Context: an optimization exercise on an open-source flow, tuned for small area and a short achievable clock period. The choices shown serve that exercise and are no tape-out recipe.
Only the layout flow was run in this run; the RTL was not checked for function there.

===== design/flow/flow/run.sh =====
#!/bin/bash
# Standard layout, with the port buffers made from the smallest plain buffer, no
# dummy loads in the clock tree, and busy's OR rebuilt as nor2 + inv (busy.tcl).
set -euo pipefail
here=$(pwd)
bash standard.sh "BUFFER_PORTS_ARGS=-buffer_cell sky130_fd_sc_hd__buf_1" \
  "CTS_ARGS=-sink_clustering_enable -repair_clock_nets -dont_use_dummy_load -sink_clustering_size 40 -buf_list sky130_fd_sc_hd__clkbuf_8" \
  "PRE_GLOBAL_PLACE_TCL=$here/flow/busy.tcl" \
  finish > standard_flow.log 2>&1

===== design/flow/flow/busy.tcl =====
# Before global placement: rebuild busy = en | done as nor2 + inv, which is
# faster than an or2 on the input-to-output path. Same function.
set drv ""
foreach pin [get_pins -of_objects [get_nets busy]] {
  if {[get_property $pin direction] == "output"} { set drv $pin }
}
if {$drv != ""} {
  set inst [get_cells -of_objects $drv]
  set cell [get_property $inst ref_name]
  if {[string match "sky130_fd_sc_hd__or2_*" $cell]} {
    set name [get_property $inst name]
    set na [get_nets -of_objects [get_pins $name/A]]
    set nb [get_nets -of_objects [get_pins $name/B]]
    set ny [get_nets -of_objects [get_pins $name/X]]
    delete_instance $name
    set mid [make_net busy_nor_n]
    make_instance busy_nor sky130_fd_sc_hd__nor2_2
    make_instance busy_inv sky130_fd_sc_hd__inv_2
    connect_pin $na busy_nor/A
    connect_pin $nb busy_nor/B
    connect_pin $mid busy_nor/Y
    connect_pin $mid busy_inv/A
    connect_pin $ny busy_inv/Y
    foreach p {busy_nor/A busy_nor/B busy_nor/Y busy_inv/A busy_inv/Y} {
      if {[get_nets -quiet -of_objects [get_pins $p]] == ""} { error "busy.tcl: $p not connected" }
    }
    puts "busy.tcl: replaced $name ($cell) by nor2 + inv"
  }
}

===== design/flow/standard.sh =====
#!/bin/bash
# synth_recipe.tcl (not shown) runs the flow's synth.tcl, then flattens the netlist and writes it again
# the make line also repeats each setting of config.mk as NAME=value (left out here)
make -C /OpenROAD-flow-scripts/flow DESIGN_CONFIG=/design/flow/config.mk WORK_HOME=/design/flow/orfs CLKGATE_MAP_FILE= SYNTH_SCRIPT=/design/flow/synth_recipe.tcl "${@:-finish}"

===== design/flow/config.mk =====
export PLATFORM = sky130hd
export DESIGN_NAME = montgomery_top
export DESIGN_NICKNAME = montgomery_top
export VERILOG_FILES = /design/flow/design.v
export SDC_FILE = /design/flow/constraint.sdc
export NUM_CORES = 4
export LEC_CHECK = 0
export ABC_CLOCK_PERIOD_IN_PS = 3500
export CAP_MARGIN = 20
export CORE_MARGIN = 2
export CORE_UTILIZATION = 65
export CTS_BUF_LIST = sky130_fd_sc_hd__clkbuf_8
export CTS_CLUSTER_SIZE = 40
export SETUP_SLACK_MARGIN = 4.6
export SLEW_MARGIN = 20
export SYNTH_HIERARCHICAL = 1

===== design/flow/constraint.sdc =====
create_clock -name core_clock -period 8.0 [get_ports {clk}]
set_input_delay 1.6000 -clock core_clock [delete_from_list [all_inputs] [get_ports {clk}]]
set_output_delay 1.6000 -clock core_clock [all_outputs]
set_load 0.01 [all_outputs]

===== design/flow/design.v =====
module mm_fa (input a, input b, input c, output s, output co);
assign s  = a ^ b ^ c;
assign co = (a & b) | (c & (a ^ b));
endmodule
module mm_ha (input a, input b, output s, output co);
assign s  = a ^ b;
assign co = a & b;
endmodule
module montgomery_multiply (
    input           clk,
    input   [11:0]  a0,
    input   [11:0]  b0,
    output  [11:0]  r
);
reg [6:0] plo1;
reg [0:0] cy1;
reg [15:0] px1;
reg [15:0] py1;
reg [23:0] p2r;
reg [12:0] qhn3;
reg [12:0] pl3;
reg [12:0] r4;
wire w1;
wire w2;
wire w3;
wire w4;
wire w5;
wire w6;
wire w7;
wire w8;
wire w9;
wire w10;
wire w11;
wire w12;
wire w13;
wire w14;
wire w15;
wire w16;
wire w17;
wire w18;
wire w19;
wire w20;
wire w21;
wire w22;
wire w23;
wire w24;
wire w25;
wire w26;
wire w27;
wire w28;
wire w29;
wire w30;
wire w31;
wire w32;
wire w33;
wire w34;
wire w35;
wire w36;
wire w37;
wire w38;
wire w39;
wire w40;
wire w41;
wire w42;
wire w43;
wire w44;
wire w45;
wire w46;
wire w47;
wire w48;
wire w49;
wire w50;
wire w51;
wire w52;
wire w53;
wire w54;
wire w55;
wire w56;
wire w57;
wire w58;
wire w59;
wire w60;
wire w61;
wire w62;
wire w63;
wire w64;
wire w65;
wire w66;
wire w67;
wire w68;
wire w69;
wire w70;
wire w71;
wire w72;
wire w73;
wire w74;
wire w75;
wire w76;
wire w77;
wire w78;
wire w79;
wire w80;
wire w81;
wire w82;
wire w83;
wire w84;
wire w85;
wire w86;
wire w87;
wire w88;
wire w89;
wire w90;
wire w91;
wire w92;
wire w93;
wire w94;
wire w95;
wire w96;
wire w97;
wire w98;
wire w99;
wire w100;
wire w101;
wire w102;
wire w103;
wire w104;
wire w105;
wire w106;
wire w107;
wire w108;
wire w109;
wire w110;
wire w111;
wire w112;
wire w113;
wire w114;
wire w115;
wire w116;
wire w117;
wire w118;
wire w119;
wire w120;
wire w121;
wire w122;
wire w123;
wire w124;
wire w125;
wire w126;
wire w127;
wire w128;
wire w129;
wire w130;
wire w131;
wire w132;
wire w133;
wire w134;
wire w135;
wire w136;
wire w137;
wire w138;
wire w139;
wire w140;
wire w141;
wire w142;
wire w143;
wire w144;
wire w145;
wire w146;
wire w147;
wire w148;
wire w149;
wire w150;
wire w151;
wire w152;
wire w153;
wire w154;
wire w155;
wire w156;
wire w157;
wire w158;
wire w159;
wire w160;
wire w161;
wire w162;
wire w163;
wire w164;
wire w165;
wire w166;
wire w167;
wire w168;
wire w169;
wire w170;
wire w171;
wire w172;
wire w173;
wire w174;
wire w175;
wire w176;
wire w177;
wire w178;
wire w179;
wire w180;
wire w181;
wire w182;
wire w183;
wire w184;
wire w185;
wire w186;
wire w187;
wire w188;
wire w189;
wire w190;
wire w191;
wire w192;
wire w193;
wire w194;
wire w195;
wire w196;
wire w197;
wire w198;
wire w199;
wire w200;
wire w201;
wire w202;
wire w203;
wire w204;
wire w205;
wire w206;
wire w207;
wire w208;
wire w209;
wire w210;
wire w211;
wire w212;
wire w213;
wire w214;
wire w215;
wire w216;
wire w217;
wire w218;
wire w219;
wire w220;
wire w221;
wire w222;
wire w223;
wire w224;
wire w225;
wire w226;
wire w227;
wire w228;
wire w229;
wire w230;
wire w231;
wire w232;
wire w233;
wire w234;
wire w235;
wire w236;
wire w237;
wire w238;
wire w239;
wire w240;
wire w241;
wire w242;
wire w243;
wire w244;
wire w245;
wire w246;
wire w247;
wire w248;
wire w249;
wire w250;
wire w251;
wire w252;
wire w253;
wire w254;
wire w255;
wire w256;
wire w257;
wire w258;
wire w259;
wire w260;
wire w261;
wire w262;
wire w263;
wire w264;
wire w265;
wire w266;
wire w267;
wire w268;
wire w269;
wire w270;
wire w271;
wire w272;
wire w273;
wire w274;
wire w275;
wire w276;
wire w277;
wire w278;
wire w279;
wire w280;
wire w281;
wire w282;
wire w283;
wire w284;
wire w285;
wire w286;
wire w287;
wire w288;
wire w289;
wire w290;
wire w291;
wire w292;
wire w293;
wire w294;
wire w295;
wire w296;
wire w297;
wire w298;
wire w299;
wire w300;
wire w301;
wire w302;
wire w303;
wire w304;
wire w305;
wire w306;
wire w307;
wire w308;
wire w309;
wire w310;
wire w311;
wire w312;
wire w313;
wire w314;
wire w315;
wire w316;
wire w317;
wire w318;
wire w319;
wire w320;
wire w321;
wire w322;
wire w323;
wire w324;
wire w325;
wire w326;
wire w327;
wire w328;
wire w329;
wire w330;
wire w331;
wire w332;
wire w333;
wire w334;
wire w335;
wire w336;
wire w337;
wire w338;
wire w339;
wire w340;
wire w341;
wire w342;
wire w343;
wire w344;
wire w345;
wire w346;
wire w347;
wire w348;
wire w349;
wire w350;
wire w351;
wire w352;
wire w353;
wire w354;
wire w355;
wire w356;
wire w357;
wire w358;
wire w359;
wire w360;
wire w361;
wire w362;
wire w363;
wire w364;
wire w365;
wire w366;
wire w367;
wire w368;
wire w369;
wire w370;
wire w371;
wire w372;
wire w373;
wire w374;
wire w375;
wire w376;
wire w377;
wire w378;
wire w379;
wire w380;
wire w381;
wire w382;
wire w383;
wire w384;
wire w385;
wire w386;
wire w387;
wire w388;
wire w389;
wire w390;
wire w391;
wire w392;
wire w393;
wire w394;
wire w395;
wire w396;
wire w397;
wire w398;
wire w399;
wire w400;
wire w401;
wire w402;
wire w403;
wire w404;
wire w405;
wire w406;
wire w407;
wire w408;
wire w409;
wire w410;
wire w411;
wire w412;
wire w413;
wire w414;
wire w415;
wire w416;
wire w417;
wire w418;
wire w419;
wire w420;
wire w421;
wire w422;
wire w423;
wire w424;
wire w425;
wire w426;
wire w427;
wire w428;
wire w429;
wire w430;
wire w431;
wire w432;
wire w433;
wire w434;
wire w435;
wire w436;
wire w437;
wire w438;
wire w439;
wire w440;
wire w441;
wire w442;
wire w443;
wire w444;
wire w445;
wire w446;
wire w447;
wire w448;
wire w449;
wire w450;
wire w451;
wire w452;
wire w453;
wire w454;
wire w455;
wire w456;
wire w457;
wire w458;
wire w459;
wire w460;
wire w461;
wire w462;
wire w463;
wire w464;
wire w465;
wire w466;
wire w467;
wire w468;
wire w469;
wire w470;
wire w471;
wire w472;
wire w473;
wire w474;
wire w475;
wire w476;
wire w477;
wire w478;
wire w479;
wire w480;
wire w481;
wire w482;
wire w483;
wire w484;
wire w485;
wire w486;
wire w487;
wire w488;
wire w489;
wire w490;
wire w491;
wire w492;
wire w493;
wire w494;
wire w495;
wire w496;
wire w497;
wire w498;
wire w499;
wire w500;
wire w501;
wire w502;
wire w503;
wire w504;
wire w505;
wire w506;
wire w507;
wire w508;
wire w509;
wire w510;
wire w511;
wire w512;
wire w513;
wire w514;
wire w515;
wire w516;
wire w517;
wire w518;
wire w519;
wire w520;
wire w521;
wire w522;
wire w523;
wire w524;
wire w525;
wire w526;
wire w527;
wire w528;
wire w529;
wire w530;
wire w531;
wire w532;
wire w533;
wire w534;
wire w535;
wire w536;
wire w537;
wire w538;
wire w539;
wire w540;
wire w541;
wire w542;
wire w543;
wire w544;
wire w545;
wire w546;
wire w547;
wire w548;
wire w549;
wire w550;
wire w551;
wire w552;
wire w553;
wire w554;
wire w555;
wire w556;
wire w557;
wire w558;
wire w559;
wire w560;
wire w561;
wire w562;
wire w563;
wire w564;
wire w565;
wire w566;
wire w567;
wire w568;
wire w569;
wire w570;
wire w571;
wire w572;
wire w573;
wire w574;
wire w575;
wire w576;
wire w577;
wire w578;
wire w579;
wire w580;
wire w581;
wire w582;
wire w583;
wire w584;
wire w585;
wire w586;
wire w587;
wire w588;
wire w589;
wire w590;
wire w591;
wire w592;
wire w593;
wire w594;
wire w595;
wire w596;
wire w597;
wire w598;
wire w599;
wire w600;
wire w601;
wire w602;
wire w603;
wire w604;
wire w605;
wire w606;
wire w607;
wire w608;
wire w609;
wire w610;
wire w611;
wire w612;
wire w613;
wire w614;
wire w615;
wire w616;
wire w617;
wire w618;
wire w619;
wire w620;
wire w621;
wire w622;
wire w623;
wire w624;
wire w625;
wire w626;
wire w627;
wire w628;
wire w629;
wire w630;
wire w631;
wire w632;
wire w633;
wire w634;
wire w635;
wire w636;
wire w637;
wire w638;
wire w639;
wire w640;
wire w641;
wire w642;
wire w643;
wire w644;
wire w645;
wire w646;
wire w647;
wire w648;
wire w649;
wire w650;
wire w651;
wire w652;
wire w653;
wire w654;
wire w655;
wire w656;
wire w657;
wire w658;
wire w659;
wire w660;
wire w661;
wire w662;
wire w663;
wire w664;
wire w665;
wire w666;
wire w667;
wire w668;
wire w669;
wire w670;
wire w671;
wire w672;
wire w673;
wire w674;
wire w675;
wire w676;
wire w677;
wire w678;
wire w679;
wire w680;
wire w681;
wire w682;
wire w683;
wire w684;
wire w685;
wire w686;
wire w687;
wire w688;
wire w689;
wire w690;
wire w691;
wire w692;
wire w693;
wire w694;
wire w695;
wire w696;
wire w697;
wire w698;
wire w699;
wire w700;
wire w701;
wire w702;
wire w703;
wire w704;
wire w705;
wire w706;
wire w707;
wire w708;
wire w709;
wire w710;
wire w711;
wire w712;
wire w713;
wire w714;
wire w715;
wire w716;
wire w717;
wire w718;
wire w719;
wire w720;
wire w721;
wire w722;
wire w723;
wire w724;
wire w725;
wire w726;
wire w727;
wire w728;
wire w729;
wire w730;
wire w731;
wire w732;
wire w733;
wire w734;
wire w735;
wire w736;
wire w737;
wire w738;
wire w739;
wire w740;
wire w741;
wire w742;
wire w743;
wire w744;
wire w745;
wire w746;
wire w747;
wire w748;
wire w749;
wire w750;
wire w751;
wire w752;
wire w753;
wire w754;
wire w755;
wire w756;
wire w757;
wire w758;
wire w759;
wire w760;
wire w761;
wire w762;
wire w763;
wire w764;
wire w765;
wire w766;
wire w767;
wire w768;
wire w769;
wire w770;
wire w771;
wire w772;
wire w773;
wire w774;
wire w775;
wire w776;
wire w777;
wire w778;
wire w779;
wire w780;
wire w781;
wire w782;
wire w783;
wire w784;
wire w785;
wire w786;
wire w787;
wire w788;
wire w789;
wire w790;
wire w791;
wire w792;
wire w793;
wire w794;
wire w795;
wire w796;
wire w797;
wire w798;
wire w799;
wire w800;
wire w801;
wire w802;
wire w803;
wire w804;
wire w805;
wire w806;
wire w807;
wire w808;
wire w809;
wire w810;
wire w811;
wire w812;
wire w813;
wire w814;
wire w815;
assign w1 = ~(a0[0] & b0[0]);
assign w2 = ~(a0[0] & b0[1]);
assign w3 = ~(a0[0] & b0[2]);
assign w4 = ~(a0[0] & b0[3]);
assign w5 = ~(a0[0] & b0[4]);
assign w6 = ~(a0[0] & b0[5]);
assign w7 = ~(a0[0] & b0[6]);
assign w8 = ~(a0[0] & b0[7]);
assign w9 = ~(a0[0] & b0[8]);
assign w10 = ~(a0[0] & b0[9]);
assign w11 = ~(a0[0] & b0[10]);
assign w12 = ~(a0[0] & b0[11]);
assign w13 = ~(a0[1] & b0[0]);
assign w14 = ~(a0[1] & b0[1]);
assign w15 = ~(a0[1] & b0[2]);
assign w16 = ~(a0[1] & b0[3]);
assign w17 = ~(a0[1] & b0[4]);
assign w18 = ~(a0[1] & b0[5]);
assign w19 = ~(a0[1] & b0[6]);
assign w20 = ~(a0[1] & b0[7]);
assign w21 = ~(a0[1] & b0[8]);
assign w22 = ~(a0[1] & b0[9]);
assign w23 = ~(a0[1] & b0[10]);
assign w24 = ~(a0[1] & b0[11]);
assign w25 = ~(a0[2] & b0[0]);
assign w26 = ~(a0[2] & b0[1]);
assign w27 = ~(a0[2] & b0[2]);
assign w28 = ~(a0[2] & b0[3]);
assign w29 = ~(a0[2] & b0[4]);
assign w30 = ~(a0[2] & b0[5]);
assign w31 = ~(a0[2] & b0[6]);
assign w32 = ~(a0[2] & b0[7]);
assign w33 = ~(a0[2] & b0[8]);
assign w34 = ~(a0[2] & b0[9]);
assign w35 = ~(a0[2] & b0[10]);
assign w36 = ~(a0[2] & b0[11]);
assign w37 = ~(a0[3] & b0[0]);
assign w38 = ~(a0[3] & b0[1]);
assign w39 = ~(a0[3] & b0[2]);
assign w40 = ~(a0[3] & b0[3]);
assign w41 = ~(a0[3] & b0[4]);
assign w42 = ~(a0[3] & b0[5]);
assign w43 = ~(a0[3] & b0[6]);
assign w44 = ~(a0[3] & b0[7]);
assign w45 = ~(a0[3] & b0[8]);
assign w46 = ~(a0[3] & b0[9]);
assign w47 = ~(a0[3] & b0[10]);
assign w48 = ~(a0[3] & b0[11]);
assign w49 = ~(a0[4] & b0[0]);
assign w50 = ~(a0[4] & b0[1]);
assign w51 = ~(a0[4] & b0[2]);
assign w52 = ~(a0[4] & b0[3]);
assign w53 = ~(a0[4] & b0[4]);
assign w54 = ~(a0[4] & b0[5]);
assign w55 = ~(a0[4] & b0[6]);
assign w56 = ~(a0[4] & b0[7]);
assign w57 = ~(a0[4] & b0[8]);
assign w58 = ~(a0[4] & b0[9]);
assign w59 = ~(a0[4] & b0[10]);
assign w60 = ~(a0[4] & b0[11]);
assign w61 = ~(a0[5] & b0[0]);
assign w62 = ~(a0[5] & b0[1]);
assign w63 = ~(a0[5] & b0[2]);
assign w64 = ~(a0[5] & b0[3]);
assign w65 = ~(a0[5] & b0[4]);
assign w66 = ~(a0[5] & b0[5]);
assign w67 = ~(a0[5] & b0[6]);
assign w68 = ~(a0[5] & b0[7]);
assign w69 = ~(a0[5] & b0[8]);
assign w70 = ~(a0[5] & b0[9]);
assign w71 = ~(a0[5] & b0[10]);
assign w72 = ~(a0[5] & b0[11]);
assign w73 = ~(a0[6] & b0[0]);
assign w74 = ~(a0[6] & b0[1]);
assign w75 = ~(a0[6] & b0[2]);
assign w76 = ~(a0[6] & b0[3]);
assign w77 = ~(a0[6] & b0[4]);
assign w78 = ~(a0[6] & b0[5]);
assign w79 = ~(a0[6] & b0[6]);
assign w80 = ~(a0[6] & b0[7]);
assign w81 = ~(a0[6] & b0[8]);
assign w82 = ~(a0[6] & b0[9]);
assign w83 = ~(a0[6] & b0[10]);
assign w84 = ~(a0[6] & b0[11]);
assign w85 = ~(a0[7] & b0[0]);
assign w86 = ~(a0[7] & b0[1]);
assign w87 = ~(a0[7] & b0[2]);
assign w88 = ~(a0[7] & b0[3]);
assign w89 = ~(a0[7] & b0[4]);
assign w90 = ~(a0[7] & b0[5]);
assign w91 = ~(a0[7] & b0[6]);
assign w92 = ~(a0[7] & b0[7]);
assign w93 = ~(a0[7] & b0[8]);
assign w94 = ~(a0[7] & b0[9]);
assign w95 = ~(a0[7] & b0[10]);
assign w96 = ~(a0[7] & b0[11]);
assign w97 = ~(a0[8] & b0[0]);
assign w98 = ~(a0[8] & b0[1]);
assign w99 = ~(a0[8] & b0[2]);
assign w100 = ~(a0[8] & b0[3]);
assign w101 = ~(a0[8] & b0[4]);
assign w102 = ~(a0[8] & b0[5]);
assign w103 = ~(a0[8] & b0[6]);
assign w104 = ~(a0[8] & b0[7]);
assign w105 = ~(a0[8] & b0[8]);
assign w106 = ~(a0[8] & b0[9]);
assign w107 = ~(a0[8] & b0[10]);
assign w108 = ~(a0[8] & b0[11]);
assign w109 = ~(a0[9] & b0[0]);
assign w110 = ~(a0[9] & b0[1]);
assign w111 = ~(a0[9] & b0[2]);
assign w112 = ~(a0[9] & b0[3]);
assign w113 = ~(a0[9] & b0[4]);
assign w114 = ~(a0[9] & b0[5]);
assign w115 = ~(a0[9] & b0[6]);
assign w116 = ~(a0[9] & b0[7]);
assign w117 = ~(a0[9] & b0[8]);
assign w118 = ~(a0[9] & b0[9]);
assign w119 = ~(a0[9] & b0[10]);
assign w120 = ~(a0[9] & b0[11]);
assign w121 = ~(a0[10] & b0[0]);
assign w122 = ~(a0[10] & b0[1]);
assign w123 = ~(a0[10] & b0[2]);
assign w124 = ~(a0[10] & b0[3]);
assign w125 = ~(a0[10] & b0[4]);
assign w126 = ~(a0[10] & b0[5]);
assign w127 = ~(a0[10] & b0[6]);
assign w128 = ~(a0[10] & b0[7]);
assign w129 = ~(a0[10] & b0[8]);
assign w130 = ~(a0[10] & b0[9]);
assign w131 = ~(a0[10] & b0[10]);
assign w132 = ~(a0[10] & b0[11]);
assign w133 = ~(a0[11] & b0[0]);
assign w134 = ~(a0[11] & b0[1]);
assign w135 = ~(a0[11] & b0[2]);
assign w136 = ~(a0[11] & b0[3]);
assign w137 = ~(a0[11] & b0[4]);
assign w138 = ~(a0[11] & b0[5]);
assign w139 = ~(a0[11] & b0[6]);
assign w140 = ~(a0[11] & b0[7]);
assign w141 = ~(a0[11] & b0[8]);
assign w142 = ~(a0[11] & b0[9]);
assign w143 = ~(a0[11] & b0[10]);
assign w144 = ~(a0[11] & b0[11]);
mm_fa u_w145 (.a(w10), .b(w21), .c(w32), .s(w145), .co(w146));
mm_fa u_w147 (.a(w11), .b(w22), .c(w33), .s(w147), .co(w148));
mm_fa u_w149 (.a(w44), .b(w55), .c(w66), .s(w149), .co(w150));
mm_fa u_w151 (.a(w12), .b(w23), .c(w34), .s(w151), .co(w152));
mm_fa u_w153 (.a(w45), .b(w56), .c(w67), .s(w153), .co(w154));
mm_fa u_w155 (.a(w78), .b(w89), .c(w100), .s(w155), .co(w156));
mm_fa u_w157 (.a(w24), .b(w35), .c(w46), .s(w157), .co(w158));
mm_fa u_w159 (.a(w57), .b(w68), .c(w79), .s(w159), .co(w160));
mm_fa u_w161 (.a(w90), .b(w101), .c(w112), .s(w161), .co(w162));
mm_fa u_w163 (.a(w36), .b(w47), .c(w58), .s(w163), .co(w164));
mm_fa u_w165 (.a(w69), .b(w80), .c(w91), .s(w165), .co(w166));
mm_fa u_w167 (.a(w48), .b(w59), .c(w70), .s(w167), .co(w168));
mm_fa u_w169 (.a(w7), .b(w18), .c(w29), .s(w169), .co(w170));
mm_fa u_w171 (.a(w8), .b(w19), .c(w30), .s(w171), .co(w172));
mm_fa u_w173 (.a(w41), .b(w52), .c(w63), .s(w173), .co(w174));
mm_fa u_w175 (.a(w9), .b(w20), .c(w31), .s(w175), .co(w176));
mm_fa u_w177 (.a(w42), .b(w53), .c(w64), .s(w177), .co(w178));
mm_fa u_w179 (.a(w75), .b(w86), .c(w97), .s(w179), .co(w180));
mm_fa u_w181 (.a(w43), .b(w54), .c(w65), .s(w181), .co(w182));
mm_fa u_w183 (.a(w76), .b(w87), .c(w98), .s(w183), .co(w184));
mm_fa u_w185 (.a(w109), .b(w145), .c(1'b1), .s(w185), .co(w186));
mm_fa u_w187 (.a(w77), .b(w88), .c(w99), .s(w187), .co(w188));
mm_fa u_w189 (.a(w110), .b(w121), .c(w146), .s(w189), .co(w190));
mm_fa u_w191 (.a(w147), .b(w149), .c(1'b1), .s(w191), .co(w192));
mm_fa u_w193 (.a(w111), .b(w122), .c(w133), .s(w193), .co(w194));
mm_fa u_w195 (.a(w148), .b(w150), .c(w151), .s(w195), .co(w196));
mm_fa u_w197 (.a(w153), .b(w155), .c(1'b1), .s(w197), .co(w198));
mm_fa u_w199 (.a(w123), .b(w134), .c(w152), .s(w199), .co(w200));
mm_fa u_w201 (.a(w154), .b(w156), .c(w157), .s(w201), .co(w202));
mm_fa u_w203 (.a(w159), .b(w161), .c(1'b1), .s(w203), .co(w204));
mm_fa u_w205 (.a(w102), .b(w113), .c(w124), .s(w205), .co(w206));
mm_fa u_w207 (.a(w135), .b(w158), .c(w160), .s(w207), .co(w208));
mm_fa u_w209 (.a(w162), .b(w163), .c(w165), .s(w209), .co(w210));
mm_fa u_w211 (.a(w81), .b(w92), .c(w103), .s(w211), .co(w212));
mm_fa u_w213 (.a(w114), .b(w125), .c(w136), .s(w213), .co(w214));
mm_fa u_w215 (.a(w164), .b(w166), .c(w167), .s(w215), .co(w216));
mm_fa u_w217 (.a(w60), .b(w71), .c(w82), .s(w217), .co(w218));
mm_fa u_w219 (.a(w93), .b(w104), .c(w115), .s(w219), .co(w220));
mm_fa u_w221 (.a(w126), .b(w137), .c(w168), .s(w221), .co(w222));
mm_fa u_w223 (.a(w72), .b(w83), .c(w94), .s(w223), .co(w224));
mm_fa u_w225 (.a(w105), .b(w116), .c(w127), .s(w225), .co(w226));
mm_fa u_w227 (.a(w84), .b(w95), .c(w106), .s(w227), .co(w228));
mm_fa u_w229 (.a(w5), .b(w16), .c(w27), .s(w229), .co(w230));
mm_fa u_w231 (.a(w6), .b(w17), .c(w28), .s(w231), .co(w232));
mm_fa u_w233 (.a(w39), .b(w50), .c(w61), .s(w233), .co(w234));
mm_fa u_w235 (.a(w40), .b(w51), .c(w62), .s(w235), .co(w236));
mm_fa u_w237 (.a(w73), .b(w169), .c(1'b1), .s(w237), .co(w238));
mm_fa u_w239 (.a(w74), .b(w85), .c(w170), .s(w239), .co(w240));
mm_fa u_w241 (.a(w171), .b(w173), .c(1'b1), .s(w241), .co(w242));
mm_fa u_w243 (.a(w172), .b(w174), .c(w175), .s(w243), .co(w244));
mm_fa u_w245 (.a(w177), .b(w179), .c(1'b1), .s(w245), .co(w246));
mm_fa u_w247 (.a(w176), .b(w178), .c(w180), .s(w247), .co(w248));
mm_fa u_w249 (.a(w181), .b(w183), .c(w185), .s(w249), .co(w250));
mm_fa u_w251 (.a(w182), .b(w184), .c(w186), .s(w251), .co(w252));
mm_fa u_w253 (.a(w187), .b(w189), .c(w191), .s(w253), .co(w254));
mm_fa u_w255 (.a(w188), .b(w190), .c(w192), .s(w255), .co(w256));
mm_fa u_w257 (.a(w193), .b(w195), .c(w197), .s(w257), .co(w258));
mm_fa u_w259 (.a(w194), .b(w196), .c(w198), .s(w259), .co(w260));
mm_fa u_w261 (.a(w199), .b(w201), .c(w203), .s(w261), .co(w262));
mm_fa u_w263 (.a(w200), .b(w202), .c(w204), .s(w263), .co(w264));
mm_fa u_w265 (.a(w205), .b(w207), .c(w209), .s(w265), .co(w266));
mm_fa u_w267 (.a(w206), .b(w208), .c(w210), .s(w267), .co(w268));
mm_fa u_w269 (.a(w211), .b(w213), .c(w215), .s(w269), .co(w270));
mm_fa u_w271 (.a(w212), .b(w214), .c(w216), .s(w271), .co(w272));
mm_fa u_w273 (.a(w217), .b(w219), .c(w221), .s(w273), .co(w274));
mm_fa u_w275 (.a(w138), .b(w218), .c(w220), .s(w275), .co(w276));
mm_fa u_w277 (.a(w222), .b(w223), .c(w225), .s(w277), .co(w278));
mm_fa u_w279 (.a(w117), .b(w128), .c(w139), .s(w279), .co(w280));
mm_fa u_w281 (.a(w224), .b(w226), .c(w227), .s(w281), .co(w282));
mm_fa u_w283 (.a(w96), .b(w107), .c(w118), .s(w283), .co(w284));
mm_fa u_w285 (.a(w129), .b(w140), .c(w228), .s(w285), .co(w286));
mm_fa u_w287 (.a(w108), .b(w119), .c(w130), .s(w287), .co(w288));
mm_fa u_w289 (.a(w4), .b(w15), .c(w26), .s(w289), .co(w290));
mm_fa u_w291 (.a(w38), .b(w49), .c(w229), .s(w291), .co(w292));
mm_fa u_w293 (.a(w230), .b(w231), .c(w233), .s(w293), .co(w294));
mm_fa u_w295 (.a(w232), .b(w234), .c(w235), .s(w295), .co(w296));
mm_fa u_w297 (.a(w236), .b(w238), .c(w239), .s(w297), .co(w298));
mm_fa u_w299 (.a(w240), .b(w242), .c(w243), .s(w299), .co(w300));
mm_fa u_w301 (.a(w244), .b(w246), .c(w247), .s(w301), .co(w302));
mm_fa u_w303 (.a(w248), .b(w250), .c(w251), .s(w303), .co(w304));
mm_fa u_w305 (.a(w252), .b(w254), .c(w255), .s(w305), .co(w306));
mm_fa u_w307 (.a(w256), .b(w258), .c(w259), .s(w307), .co(w308));
mm_fa u_w309 (.a(w260), .b(w262), .c(w263), .s(w309), .co(w310));
mm_fa u_w311 (.a(w264), .b(w266), .c(w267), .s(w311), .co(w312));
mm_fa u_w313 (.a(w268), .b(w270), .c(w271), .s(w313), .co(w314));
mm_fa u_w315 (.a(w272), .b(w274), .c(w275), .s(w315), .co(w316));
mm_fa u_w317 (.a(w276), .b(w278), .c(w279), .s(w317), .co(w318));
mm_fa u_w319 (.a(w280), .b(w282), .c(w283), .s(w319), .co(w320));
mm_fa u_w321 (.a(w141), .b(w284), .c(w286), .s(w321), .co(w322));
mm_fa u_w323 (.a(w120), .b(w131), .c(w142), .s(w323), .co(w324));
mm_fa u_w325 (.a(w3), .b(w14), .c(w25), .s(w325), .co(w326));
mm_fa u_w327 (.a(w37), .b(w289), .c(1'b1), .s(w327), .co(w328));
mm_fa u_w329 (.a(w290), .b(w291), .c(1'b1), .s(w329), .co(w330));
mm_fa u_w331 (.a(w292), .b(w293), .c(1'b1), .s(w331), .co(w332));
mm_fa u_w333 (.a(w237), .b(w294), .c(w295), .s(w333), .co(w334));
mm_fa u_w335 (.a(w241), .b(w296), .c(w297), .s(w335), .co(w336));
mm_fa u_w337 (.a(w245), .b(w298), .c(w299), .s(w337), .co(w338));
mm_fa u_w339 (.a(w249), .b(w300), .c(w301), .s(w339), .co(w340));
mm_fa u_w341 (.a(w253), .b(w302), .c(w303), .s(w341), .co(w342));
mm_fa u_w343 (.a(w257), .b(w304), .c(w305), .s(w343), .co(w344));
mm_fa u_w345 (.a(w261), .b(w306), .c(w307), .s(w345), .co(w346));
mm_fa u_w347 (.a(w265), .b(w308), .c(w309), .s(w347), .co(w348));
mm_fa u_w349 (.a(w269), .b(w310), .c(w311), .s(w349), .co(w350));
mm_fa u_w351 (.a(w273), .b(w312), .c(w313), .s(w351), .co(w352));
mm_fa u_w353 (.a(w277), .b(w314), .c(w315), .s(w353), .co(w354));
mm_fa u_w355 (.a(w281), .b(w316), .c(w317), .s(w355), .co(w356));
mm_fa u_w357 (.a(w285), .b(w318), .c(w319), .s(w357), .co(w358));
mm_fa u_w359 (.a(w287), .b(w320), .c(w321), .s(w359), .co(w360));
mm_fa u_w361 (.a(w288), .b(w322), .c(w323), .s(w361), .co(w362));
mm_fa u_w363 (.a(w132), .b(w143), .c(w324), .s(w363), .co(w364));
assign w365 = w1 & 1'b1;
assign w366 = w1 ^ 1'b1;
assign w367 = w2 & w13;
assign w368 = w2 ^ w13;
assign w369 = w325 & 1'b1;
assign w370 = w325 ^ 1'b1;
assign w371 = w326 & w327;
assign w372 = w326 ^ w327;
assign w373 = w328 & w329;
assign w374 = w328 ^ w329;
assign w375 = w330 & w331;
assign w376 = w330 ^ w331;
assign w377 = w332 & w333;
assign w378 = w332 ^ w333;
assign w379 = w365 | (w366 & 1'b1);
assign w380 = w367 | (w368 & w379);
assign w381 = w368 & w366;
assign w382 = w371 | (w372 & w369);
assign w383 = w372 & w370;
assign w384 = w375 | (w376 & w373);
assign w385 = w376 & w374;
assign w386 = 1'b0 & w378;
assign w387 = w369 | (w370 & w380);
assign w388 = w370 & w381;
assign w389 = w382 | (w383 & w380);
assign w390 = w383 & w381;
assign w391 = w377 | (w378 & w384);
assign w392 = w378 & w385;
assign w393 = w386 & w384;
assign w394 = w386 & w385;
assign w395 = w373 | (w374 & w389);
assign w396 = w374 & w390;
assign w397 = w384 | (w385 & w389);
assign w398 = w385 & w390;
assign w399 = w391 | (w392 & w389);
assign w400 = w392 & w390;
assign w401 = w393 | (w394 & w389);
assign w402 = w394 & w390;
assign w403 = w366 ^ 1'b1;
assign w404 = w368 ^ w379;
assign w405 = w370 ^ w380;
assign w406 = w372 ^ w387;
assign w407 = w374 ^ w389;
assign w408 = w376 ^ w395;
assign w409 = w378 ^ w397;
assign w410 = 1'b0 ^ w399;
assign w411 = px1[0] & py1[0];
assign w412 = px1[0] ^ py1[0];
assign w413 = px1[1] & py1[1];
assign w414 = px1[1] ^ py1[1];
assign w415 = px1[2] & py1[2];
assign w416 = px1[2] ^ py1[2];
assign w417 = px1[3] & py1[3];
assign w418 = px1[3] ^ py1[3];
assign w419 = px1[4] & py1[4];
assign w420 = px1[4] ^ py1[4];
assign w421 = px1[5] & py1[5];
assign w422 = px1[5] ^ py1[5];
assign w423 = px1[6] & py1[6];
assign w424 = px1[6] ^ py1[6];
assign w425 = px1[7] & py1[7];
assign w426 = px1[7] ^ py1[7];
assign w427 = px1[8] & py1[8];
assign w428 = px1[8] ^ py1[8];
assign w429 = px1[9] & py1[9];
assign w430 = px1[9] ^ py1[9];
assign w431 = px1[10] & py1[10];
assign w432 = px1[10] ^ py1[10];
assign w433 = px1[11] & py1[11];
assign w434 = px1[11] ^ py1[11];
assign w435 = px1[12] & py1[12];
assign w436 = px1[12] ^ py1[12];
assign w437 = px1[13] & py1[13];
assign w438 = px1[13] ^ py1[13];
assign w439 = px1[14] & py1[14];
assign w440 = px1[14] ^ py1[14];
assign w441 = px1[15] & py1[15];
assign w442 = px1[15] ^ py1[15];
assign w443 = 1'b1 & 1'b1;
assign w444 = 1'b1 ^ 1'b1;
assign w445 = w411 | (w412 & cy1[0]);
assign w446 = w413 | (w414 & w445);
assign w447 = w414 & w412;
assign w448 = w417 | (w418 & w415);
assign w449 = w418 & w416;
assign w450 = w421 | (w422 & w419);
assign w451 = w422 & w420;
assign w452 = w425 | (w426 & w423);
assign w453 = w426 & w424;
assign w454 = w429 | (w430 & w427);
assign w455 = w430 & w428;
assign w456 = w433 | (w434 & w431);
assign w457 = w434 & w432;
assign w458 = w437 | (w438 & w435);
assign w459 = w438 & w436;
assign w460 = w441 | (w442 & w439);
assign w461 = w442 & w440;
assign w462 = w415 | (w416 & w446);
assign w463 = w416 & w447;
assign w464 = w448 | (w449 & w446);
assign w465 = w449 & w447;
assign w466 = w423 | (w424 & w450);
assign w467 = w424 & w451;
assign w468 = w452 | (w453 & w450);
assign w469 = w453 & w451;
assign w470 = w431 | (w432 & w454);
assign w471 = w432 & w455;
assign w472 = w456 | (w457 & w454);
assign w473 = w457 & w455;
assign w474 = w439 | (w440 & w458);
assign w475 = w440 & w459;
assign w476 = w460 | (w461 & w458);
assign w477 = w461 & w459;
assign w478 = w419 | (w420 & w464);
assign w479 = w420 & w465;
assign w480 = w450 | (w451 & w464);
assign w481 = w451 & w465;
assign w482 = w466 | (w467 & w464);
assign w483 = w467 & w465;
assign w484 = w468 | (w469 & w464);
assign w485 = w469 & w465;
assign w486 = w435 | (w436 & w472);
assign w487 = w436 & w473;
assign w488 = w458 | (w459 & w472);
assign w489 = w459 & w473;
assign w490 = w474 | (w475 & w472);
assign w491 = w475 & w473;
assign w492 = w476 | (w477 & w472);
assign w493 = w477 & w473;
assign w494 = w427 | (w428 & w484);
assign w495 = w428 & w485;
assign w496 = w454 | (w455 & w484);
assign w497 = w455 & w485;
assign w498 = w470 | (w471 & w484);
assign w499 = w471 & w485;
assign w500 = w472 | (w473 & w484);
assign w501 = w473 & w485;
assign w502 = w486 | (w487 & w484);
assign w503 = w487 & w485;
assign w504 = w488 | (w489 & w484);
assign w505 = w489 & w485;
assign w506 = w490 | (w491 & w484);
assign w507 = w491 & w485;
assign w508 = w492 | (w493 & w484);
assign w509 = w493 & w485;
assign w510 = w443 | (w444 & w508);
assign w511 = w444 & w509;
assign w512 = w412 ^ cy1[0];
assign w513 = w414 ^ w445;
assign w514 = w416 ^ w446;
assign w515 = w418 ^ w462;
assign w516 = w420 ^ w464;
assign w517 = w422 ^ w478;
assign w518 = w424 ^ w480;
assign w519 = w426 ^ w482;
assign w520 = w428 ^ w484;
assign w521 = w430 ^ w494;
assign w522 = w432 ^ w496;
assign w523 = w434 ^ w498;
assign w524 = w436 ^ w500;
assign w525 = w438 ^ w502;
assign w526 = w440 ^ w504;
assign w527 = w442 ^ w506;
assign w528 = w444 ^ w508;
mm_ha u_w529 (.a(p2r[12]), .b(p2r[14]), .s(w529), .co(w530));
mm_ha u_w531 (.a(p2r[13]), .b(p2r[15]), .s(w531), .co(w532));
mm_ha u_w533 (.a(p2r[14]), .b(p2r[16]), .s(w533), .co(w534));
mm_ha u_w535 (.a(p2r[15]), .b(p2r[17]), .s(w535), .co(w536));
mm_ha u_w537 (.a(p2r[10]), .b(p2r[12]), .s(w537), .co(w538));
mm_fa u_w539 (.a(p2r[13]), .b(~p2r[17]), .c(~p2r[19]), .s(w539), .co(w540));
mm_fa u_w541 (.a(~p2r[18]), .b(~p2r[20]), .c(p2r[11]), .s(w541), .co(w542));
mm_fa u_w543 (.a(~p2r[19]), .b(~p2r[21]), .c(w530), .s(w543), .co(w544));
mm_fa u_w545 (.a(~p2r[20]), .b(~p2r[22]), .c(w532), .s(w545), .co(w546));
mm_fa u_w547 (.a(~p2r[21]), .b(~p2r[23]), .c(w534), .s(w547), .co(w548));
mm_fa u_w549 (.a(p2r[18]), .b(~p2r[22]), .c(~p2r[16]), .s(w549), .co(w550));
mm_fa u_w551 (.a(p2r[19]), .b(~p2r[23]), .c(p2r[16]), .s(w551), .co(w552));
mm_ha u_w553 (.a(p2r[18]), .b(p2r[20]), .s(w553), .co(w554));
mm_ha u_w555 (.a(p2r[11]), .b(~p2r[15]), .s(w555), .co(w556));
mm_fa u_w557 (.a(~p2r[16]), .b(~p2r[18]), .c(w537), .s(w557), .co(w558));
mm_fa u_w559 (.a(~p2r[11]), .b(w538), .c(w539), .s(w559), .co(w560));
mm_fa u_w561 (.a(w529), .b(w540), .c(w541), .s(w561), .co(w562));
mm_fa u_w563 (.a(w531), .b(w542), .c(w543), .s(w563), .co(w564));
mm_fa u_w565 (.a(w533), .b(w544), .c(w545), .s(w565), .co(w566));
mm_fa u_w567 (.a(w535), .b(w546), .c(w547), .s(w567), .co(w568));
mm_fa u_w569 (.a(w536), .b(w548), .c(w549), .s(w569), .co(w570));
mm_fa u_w571 (.a(~p2r[17]), .b(w550), .c(w551), .s(w571), .co(w572));
mm_fa u_w573 (.a(p2r[17]), .b(w552), .c(w553), .s(w573), .co(w574));
mm_fa u_w575 (.a(p2r[21]), .b(~p2r[19]), .c(w554), .s(w575), .co(w576));
mm_fa u_w577 (.a(p2r[22]), .b(p2r[19]), .c(~p2r[20]), .s(w577), .co(w578));
mm_fa u_w579 (.a(p2r[23]), .b(p2r[20]), .c(~p2r[21]), .s(w579), .co(w580));
mm_ha u_w581 (.a(p2r[21]), .b(~p2r[22]), .s(w581), .co(w582));
mm_ha u_w583 (.a(p2r[22]), .b(~p2r[23]), .s(w583), .co(w584));
assign w585 = ~p2r[17] & w555;
assign w586 = ~p2r[17] ^ w555;
assign w587 = w556 & w557;
assign w588 = w556 ^ w557;
assign w589 = w558 & w559;
assign w590 = w558 ^ w559;
assign w591 = w560 & w561;
assign w592 = w560 ^ w561;
assign w593 = w562 & w563;
assign w594 = w562 ^ w563;
assign w595 = w564 & w565;
assign w596 = w564 ^ w565;
assign w597 = w566 & w567;
assign w598 = w566 ^ w567;
assign w599 = w568 & w569;
assign w600 = w568 ^ w569;
assign w601 = w570 & w571;
assign w602 = w570 ^ w571;
assign w603 = w572 & w573;
assign w604 = w572 ^ w573;
assign w605 = w574 & w575;
assign w606 = w574 ^ w575;
assign w607 = w576 & w577;
assign w608 = w576 ^ w577;
assign w609 = w578 & w579;
assign w610 = w578 ^ w579;
assign w611 = w580 & w581;
assign w612 = w580 ^ w581;
assign w613 = w582 & w583;
assign w614 = w582 ^ w583;
assign w615 = ~p2r[23] & w584;
assign w616 = ~p2r[23] ^ w584;
assign w617 = w587 | (w588 & w585);
assign w618 = w588 & w586;
assign w619 = w591 | (w592 & w589);
assign w620 = w592 & w590;
assign w621 = w595 | (w596 & w593);
assign w622 = w596 & w594;
assign w623 = w599 | (w600 & w597);
assign w624 = w600 & w598;
assign w625 = w603 | (w604 & w601);
assign w626 = w604 & w602;
assign w627 = w607 | (w608 & w605);
assign w628 = w608 & w606;
assign w629 = w611 | (w612 & w609);
assign w630 = w612 & w610;
assign w631 = w615 | (w616 & w613);
assign w632 = w616 & w614;
assign w633 = w589 | (w590 & w617);
assign w634 = w590 & w618;
assign w635 = w619 | (w620 & w617);
assign w636 = w620 & w618;
assign w637 = w597 | (w598 & w621);
assign w638 = w598 & w622;
assign w639 = w623 | (w624 & w621);
assign w640 = w624 & w622;
assign w641 = w605 | (w606 & w625);
assign w642 = w606 & w626;
assign w643 = w627 | (w628 & w625);
assign w644 = w628 & w626;
assign w645 = w613 | (w614 & w629);
assign w646 = w614 & w630;
assign w647 = w631 | (w632 & w629);
assign w648 = w632 & w630;
assign w649 = w593 | (w594 & w635);
assign w650 = w594 & w636;
assign w651 = w621 | (w622 & w635);
assign w652 = w622 & w636;
assign w653 = w637 | (w638 & w635);
assign w654 = w638 & w636;
assign w655 = w639 | (w640 & w635);
assign w656 = w640 & w636;
assign w657 = w609 | (w610 & w643);
assign w658 = w610 & w644;
assign w659 = w629 | (w630 & w643);
assign w660 = w630 & w644;
assign w661 = w645 | (w646 & w643);
assign w662 = w646 & w644;
assign w663 = w647 | (w648 & w643);
assign w664 = w648 & w644;
assign w665 = w601 | (w602 & w655);
assign w666 = w602 & w656;
assign w667 = w625 | (w626 & w655);
assign w668 = w626 & w656;
assign w669 = w641 | (w642 & w655);
assign w670 = w642 & w656;
assign w671 = w643 | (w644 & w655);
assign w672 = w644 & w656;
assign w673 = w657 | (w658 & w655);
assign w674 = w658 & w656;
assign w675 = w659 | (w660 & w655);
assign w676 = w660 & w656;
assign w677 = w661 | (w662 & w655);
assign w678 = w662 & w656;
assign w679 = w663 | (w664 & w655);
assign w680 = w664 & w656;
assign w681 = w588 ^ w585;
assign w682 = w590 ^ w617;
assign w683 = w592 ^ w633;
assign w684 = w594 ^ w635;
assign w685 = w596 ^ w649;
assign w686 = w598 ^ w651;
assign w687 = w600 ^ w653;
assign w688 = w602 ^ w655;
assign w689 = w604 ^ w665;
assign w690 = w606 ^ w667;
assign w691 = w608 ^ w669;
assign w692 = w610 ^ w671;
assign w693 = w612 ^ w673;
assign w694 = w614 ^ w675;
assign w695 = w616 ^ w677;
mm_fa u_w696 (.a(qhn3[11]), .b(qhn3[3]), .c(qhn3[1]), .s(w696), .co(w697));
mm_fa u_w698 (.a(pl3[12]), .b(qhn3[12]), .c(qhn3[4]), .s(w698), .co(w699));
mm_ha u_w700 (.a(qhn3[2]), .b(qhn3[1]), .s(w700), .co(w701));
mm_ha u_w702 (.a(pl3[9]), .b(qhn3[9]), .s(w702), .co(w703));
mm_fa u_w704 (.a(qhn3[10]), .b(qhn3[2]), .c(qhn3[0]), .s(w704), .co(w705));
mm_fa u_w706 (.a(qhn3[0]), .b(pl3[10]), .c(~pl3[11]), .s(w706), .co(w707));
mm_fa u_w708 (.a(pl3[11]), .b(w697), .c(w698), .s(w708), .co(w709));
mm_ha u_w710 (.a(pl3[1]), .b(qhn3[1]), .s(w710), .co(w711));
mm_ha u_w712 (.a(pl3[2]), .b(qhn3[2]), .s(w712), .co(w713));
mm_ha u_w714 (.a(pl3[3]), .b(qhn3[3]), .s(w714), .co(w715));
mm_ha u_w716 (.a(pl3[4]), .b(qhn3[4]), .s(w716), .co(w717));
mm_ha u_w718 (.a(pl3[5]), .b(qhn3[5]), .s(w718), .co(w719));
mm_ha u_w720 (.a(pl3[6]), .b(qhn3[6]), .s(w720), .co(w721));
mm_ha u_w722 (.a(pl3[7]), .b(qhn3[7]), .s(w722), .co(w723));
mm_fa u_w724 (.a(qhn3[8]), .b(qhn3[0]), .c(~pl3[8]), .s(w724), .co(w725));
mm_fa u_w726 (.a(qhn3[1]), .b(pl3[8]), .c(w702), .s(w726), .co(w727));
mm_fa u_w728 (.a(~pl3[10]), .b(w703), .c(w704), .s(w728), .co(w729));
mm_fa u_w730 (.a(w696), .b(w705), .c(w706), .s(w730), .co(w731));
mm_fa u_w732 (.a(w700), .b(w707), .c(w708), .s(w732), .co(w733));
assign w734 = qhn3[0] & ~pl3[0];
assign w735 = qhn3[0] ^ ~pl3[0];
assign w736 = pl3[0] & w710;
assign w737 = pl3[0] ^ w710;
assign w738 = w711 & w712;
assign w739 = w711 ^ w712;
assign w740 = w713 & w714;
assign w741 = w713 ^ w714;
assign w742 = w715 & w716;
assign w743 = w715 ^ w716;
assign w744 = w717 & w718;
assign w745 = w717 ^ w718;
assign w746 = w719 & w720;
assign w747 = w719 ^ w720;
assign w748 = w721 & w722;
assign w749 = w721 ^ w722;
assign w750 = w723 & w724;
assign w751 = w723 ^ w724;
assign w752 = w725 & w726;
assign w753 = w725 ^ w726;
assign w754 = w727 & w728;
assign w755 = w727 ^ w728;
assign w756 = w729 & w730;
assign w757 = w729 ^ w730;
assign w758 = w731 & w732;
assign w759 = w731 ^ w732;
assign w760 = w736 | (w737 & w734);
assign w761 = w737 & w735;
assign w762 = w740 | (w741 & w738);
assign w763 = w741 & w739;
assign w764 = w744 | (w745 & w742);
assign w765 = w745 & w743;
assign w766 = w748 | (w749 & w746);
assign w767 = w749 & w747;
assign w768 = w752 | (w753 & w750);
assign w769 = w753 & w751;
assign w770 = w756 | (w757 & w754);
assign w771 = w757 & w755;
assign w772 = w738 | (w739 & w760);
assign w773 = w739 & w761;
assign w774 = w762 | (w763 & w760);
assign w775 = w763 & w761;
assign w776 = w746 | (w747 & w764);
assign w777 = w747 & w765;
assign w778 = w766 | (w767 & w764);
assign w779 = w767 & w765;
assign w780 = w754 | (w755 & w768);
assign w781 = w755 & w769;
assign w782 = w770 | (w771 & w768);
assign w783 = w771 & w769;
assign w784 = w742 | (w743 & w774);
assign w785 = w743 & w775;
assign w786 = w764 | (w765 & w774);
assign w787 = w765 & w775;
assign w788 = w776 | (w777 & w774);
assign w789 = w777 & w775;
assign w790 = w778 | (w779 & w774);
assign w791 = w779 & w775;
assign w792 = w758 | (w759 & w782);
assign w793 = w759 & w783;
assign w794 = w750 | (w751 & w790);
assign w795 = w751 & w791;
assign w796 = w768 | (w769 & w790);
assign w797 = w769 & w791;
assign w798 = w780 | (w781 & w790);
assign w799 = w781 & w791;
assign w800 = w782 | (w783 & w790);
assign w801 = w783 & w791;
assign w802 = w792 | (w793 & w790);
assign w803 = w793 & w791;
assign w804 = w737 ^ w734;
assign w805 = w739 ^ w760;
assign w806 = w741 ^ w772;
assign w807 = w743 ^ w774;
assign w808 = w745 ^ w784;
assign w809 = w747 ^ w786;
assign w810 = w749 ^ w788;
assign w811 = w751 ^ w790;
assign w812 = w753 ^ w794;
assign w813 = w755 ^ w796;
assign w814 = w757 ^ w798;
assign w815 = w759 ^ w800;
always @(posedge clk) begin
    plo1[0] <= ~w403;
    plo1[1] <= ~w404;
    plo1[2] <= ~w405;
    plo1[3] <= ~w406;
    plo1[4] <= ~w407;
    plo1[5] <= ~w408;
    plo1[6] <= ~w409;
    cy1[0] <= w410;
    px1[0] <= w334;
    px1[1] <= w336;
    px1[2] <= w338;
    px1[3] <= w340;
    px1[4] <= w342;
    px1[5] <= w344;
    px1[6] <= w346;
    px1[7] <= w348;
    px1[8] <= w350;
    px1[9] <= w352;
    px1[10] <= w354;
    px1[11] <= w356;
    px1[12] <= w358;
    px1[13] <= w360;
    px1[14] <= w362;
    px1[15] <= w144;
    py1[0] <= w335;
    py1[1] <= w337;
    py1[2] <= w339;
    py1[3] <= w341;
    py1[4] <= w343;
    py1[5] <= w345;
    py1[6] <= w347;
    py1[7] <= w349;
    py1[8] <= w351;
    py1[9] <= w353;
    py1[10] <= w355;
    py1[11] <= w357;
    py1[12] <= w359;
    py1[13] <= w361;
    py1[14] <= w363;
    py1[15] <= w364;
    p2r[0] <= plo1[0];
    p2r[1] <= plo1[1];
    p2r[2] <= plo1[2];
    p2r[3] <= plo1[3];
    p2r[4] <= plo1[4];
    p2r[5] <= plo1[5];
    p2r[6] <= plo1[6];
    p2r[7] <= ~w512;
    p2r[8] <= ~w513;
    p2r[9] <= ~w514;
    p2r[10] <= ~w515;
    p2r[11] <= ~w516;
    p2r[12] <= ~w517;
    p2r[13] <= ~w518;
    p2r[14] <= ~w519;
    p2r[15] <= ~w520;
    p2r[16] <= ~w521;
    p2r[17] <= ~w522;
    p2r[18] <= ~w523;
    p2r[19] <= ~w524;
    p2r[20] <= ~w525;
    p2r[21] <= ~w526;
    p2r[22] <= ~w527;
    p2r[23] <= ~w528;
    qhn3[0] <= ~w683;
    qhn3[1] <= ~w684;
    qhn3[2] <= ~w685;
    qhn3[3] <= ~w686;
    qhn3[4] <= ~w687;
    qhn3[5] <= ~w688;
    qhn3[6] <= ~w689;
    qhn3[7] <= ~w690;
    qhn3[8] <= ~w691;
    qhn3[9] <= ~w692;
    qhn3[10] <= ~w693;
    qhn3[11] <= ~w694;
    qhn3[12] <= ~w695;
    pl3[0] <= p2r[0];
    pl3[1] <= p2r[1];
    pl3[2] <= p2r[2];
    pl3[3] <= p2r[3];
    pl3[4] <= p2r[4];
    pl3[5] <= p2r[5];
    pl3[6] <= p2r[6];
    pl3[7] <= p2r[7];
    pl3[8] <= p2r[8];
    pl3[9] <= p2r[9];
    pl3[10] <= p2r[10];
    pl3[11] <= p2r[11];
    pl3[12] <= p2r[12];
    r4[0] <= w735;
    r4[1] <= w804;
    r4[2] <= w805;
    r4[3] <= w806;
    r4[4] <= w807;
    r4[5] <= w808;
    r4[6] <= w809;
    r4[7] <= w810;
    r4[8] <= w811;
    r4[9] <= w812;
    r4[10] <= w813;
    r4[11] <= w814;
    r4[12] <= w815;
end
assign r = r4[11:0] + ({12{r4[12]}} & 12'd3329);
endmodule
module montgomery_top (
    input           clk     ,
    input           rst_n   ,
    input           en      ,
    input   [11:0]  a       ,
    input   [11:0]  b       ,
    output          busy    ,
    output          done    ,
    output  [11:0]  r
);
reg [4:0] vld;
always @(posedge clk) begin
    if (!rst_n) vld <= 5'd0;
    else        vld <= {vld[3:0], en};
end
assign done = vld[4];
assign busy = en | done;
reg [11:0] a0, b0;
always @(posedge clk) begin
    a0 <= a;
    b0 <= b;
end
montgomery_multiply u_mm (.clk(clk), .a0(a0), .b0(b0), .r(r));
endmodule

==> results.txt <==
-- layout make-up --
class / count / area share (%)
Sequential cell: 132 / 29.0
Inverter: 41 / 1.68
Timing Repair Buffer: 45 / 2.11
Multi-Input combinational cell: 541 / 62.3
Tap cell: 172 / 2.34
Clock buffer: 17 / 2.55
-- repair_timing --
item	4_1_cts	5_1_grt
setup endpoints to repair	6	13
resized for setup	16	25
pin swaps	5	9
setup buffers	3	2
hold buffers	0	0
-- per-layer routing --
metal,up-vias,routed length (um)
met4,0,351
met3,34,955
met1,2607,6430
li1,2406,-
met5,-,0
met2,205,7890
-- modules after synthesis, one instance, submodules excluded --
module | times used | area [um2] | flip-flops and latches | cells
mm_fa | 139 | 20.0 | 0 | 1
mm_ha | 18 | 12.5 | 0 | 1
montgomery_multiply | 1 | 4860 | 103 | 537
montgomery_top | 1 | 618 | 29 | 35
-- stage by stage --
step	worst slack (ns)	hold WS [ns]	instances	area, um2
2_1_floorplan	4.58	0.310	738	8530
3_3_place_gp	4.48	0.312	926	8800
3_5_place_dp	4.49	0.312	926	8800
4_1_cts	4.48	0.331	946	9120
5_1_grt	4.43	0.339	948	9180
6_report	4.48	0.330	948	9180
-- flip-flops by register name, indices dropped and copies added (netlist names), 7 cells and up --
| register | flops |
|---|---|
| u_mm.p2r | 24 |
| u_mm.px1 | 16 |
| u_mm.py1 | 16 |
| u_mm.pl3 | 13 |
| u_mm.qhn3 | 13 |
| u_mm.r4 | 13 |
| a0 | 12 |
| b0 | 12 |
| u_mm.plo1 | 7 |
-- critical path, delay by kind of cell --
family / cells / cell delay [ns]
AND/OR/NAND/NOR: 1 / 0.09
buffers and inverters: 3 / 0.23
-- cell families after synthesis --
| family | count (synthesis) | synth area share (%) |
|---|---|---|
| flops | 132 | 31.1 |
| compound gates | 62 | 5.45 |
| other cells | 1 | 0.0442 |
| xor+xnor | 43 | 4.44 |
| buf+inv | 65 | 2.89 |
| fa+ha+maj | 218 | 45.5 |
| simple gates | 208 | 10.6 |
-- cells in the mapped netlist, types with 6 or more instances --
| library cell | instances | share of area, % |
|---|---|---|
| nand3_1 | 6 | 0.35 |
| o21a_1 | 7 | 0.62 |
| and2_1 | 9 | 0.66 |
| o21ai_0 | 8 | 0.47 |
| a21oi_1 | 15 | 0.88 |
| clkbuf_1 | 24 | 1.1 |
| nand2b_1 | 7 | 0.52 |
| fa_1 | 151 | 36 |
| xor2_1 | 17 | 1.8 |
| inv_1 | 40 | 1.8 |
| ha_1 | 67 | 9.9 |
| nand2_1 | 153 | 6.8 |
| xnor2_1 | 26 | 2.7 |
| dfxtp_1 | 132 | 31 |
| a21o_1 | 7 | 0.62 |
| nor2_1 | 9 | 0.40 |
-- worst max-delay path by stage --
stage,from,endpoint,slack (ns),depth (start not counted)
6_report,en,busy,4.48,4
5_1_grt,u_mm.r4[12],r[8],4.43,7
4_1_cts,u_mm.r4[12],r[11],4.48,7
3_5_place_dp,en,busy,4.49,4
3_3_place_gp,en,busy,4.48,4
2_1_floorplan,en,busy,4.58,1
==> reports/results.tsv <==
metric	value	unit
outcome	no timing/DRC/antenna violations	
fraction of layout instances using a drive strength above 1	8.25	%
GRT Util Overall	24.6	%
I/O pin total	41	
crit-path max FO	2	
Via Count	5252	
Primary FF master, synth	dfxtp_1	
P&R area growth vs syn	8.18	%
Critical Path Max Stage Delay	0.11	ns
CTS Sinks	132	
Hold WC Path Type	flip-flop to flip-flop	
RSZ-0062 raised after global routing	true	
WS Path Type	input pin to primary output	
register area	2670	um2
root buf cell	clkbuf_8	
Hold EP	u_mm.pl3[4]	
post-synthesis register bit count	132	
gpl congestion	0.862	
CP Cell Sequence	buf_1, nor2_2, inv_2, clkbuf_2	
Final Skew	0.0273	ns
Post-Synthesis Cells	729	
Die H	118	um
crit path launch type	input pin	
r2r worst-path depth	6	
# fillers	942	
Clock Latency Late Sink	0.44	ns
multi-input logic area	5720	um2
GR Layer Usage met3	6.37	%
Layout Utilization	72.5	%
Critical Path RT	6.40	ns
grt met2 use	42.5	%
Critical R2R Capture	u_mm.py1[6]	
DR iter-0 viols	168	
Max Cap Viol	0	
TNS Setup	0	ns
final hold viol count	0	
H-tree depth	4	
WP data arrival	1.92	ns
fin nets	1023	
vias per inst	5.54	
die area	14000	um2
WHS Path Cells	0	
post-DR wirelength/cell	16.5	um
f_max	0.284	GHz
vias in the first global route	5861	
Num CTS Buffers	17	
largest net degree at the start of global routing	17	
Clock Path Buffers	2	
initial core utilization	67.0	%
IO Port Bufs	40	
setup violators final	0	
FP Rows	41	
crit end category	primary output	
met1 Use GR	29.0	%
global-route wire length before repair	26.7	mm
Crit-path slowest cell	clkbuf_2	
most common cell after layout, fill and taps aside	nand2_1	
hold path startpoint	u_mm.p2r[4]	
clock slew at reported path FFs	0.07	ns
commonest non-fill, non-tap cells in the layout	153 x nand2_1, 151 x fa_1, 115 x dfxtp_1	
ANT cells	0	
HPWL after DPL	12.1	mm
initial antenna violation count	0	
worst reg-to-reg setup slack	4.70	ns
fin crit share	44.0	%
DRT antenna net count	0	
DRC	0	
Critical R2R Launch	a0[2]	
synth warn	8	
Post-Route WL	15.6	mm
mapped cell area	8490	um2
GR Overflow Total	0	
count of cell types in the netlist	48	
Slew @ Worst Pin	0.513	ns
register area share after synthesis	31.1	%
max_slew headroom	65.7	%
die span in x	118	um
async set or reset register ratio after synthesis	0	%
most used routing layer	met2	
CTS tree	yes	
TritonRoute pass-1 iters	5	
core box area	12700	um2
max-slew violations	0	
Post-synth EDFFs	0	
Synth Area per Inst	11.6	um2
Final Critical Period	3.52	ns

-- port drivers added, routing unchanged --
Ports are ideal in the flow. The routed layout listed here was re-timed in OpenROAD. Step 1 assumes that a clkbuf_16 drives the clock port and a buf_2 every other input. Step 2 adds t to the input delays and takes it off the output delays; t is the mean of the earliest and latest rising clock arrival at the registers after step 1. Input paths then give back, and output paths get back, about the clock's delay inside the block. a / b / c = ideal ports / drivers / drivers and shift; a / b = the first two.
shift t [ns]: 0.453
setup slack, ns: 4.481 / 4.460 / 4.460
latest minus earliest clock arrival (ns): 0.030 / 0.030
slew at the worst register clock pin (ns): 0.07 / 0.07
After both steps this run still meets setup and hold. For this run, drivers alone change the setup slack by -0.021 ns; drivers and shift together by -0.021 ns.
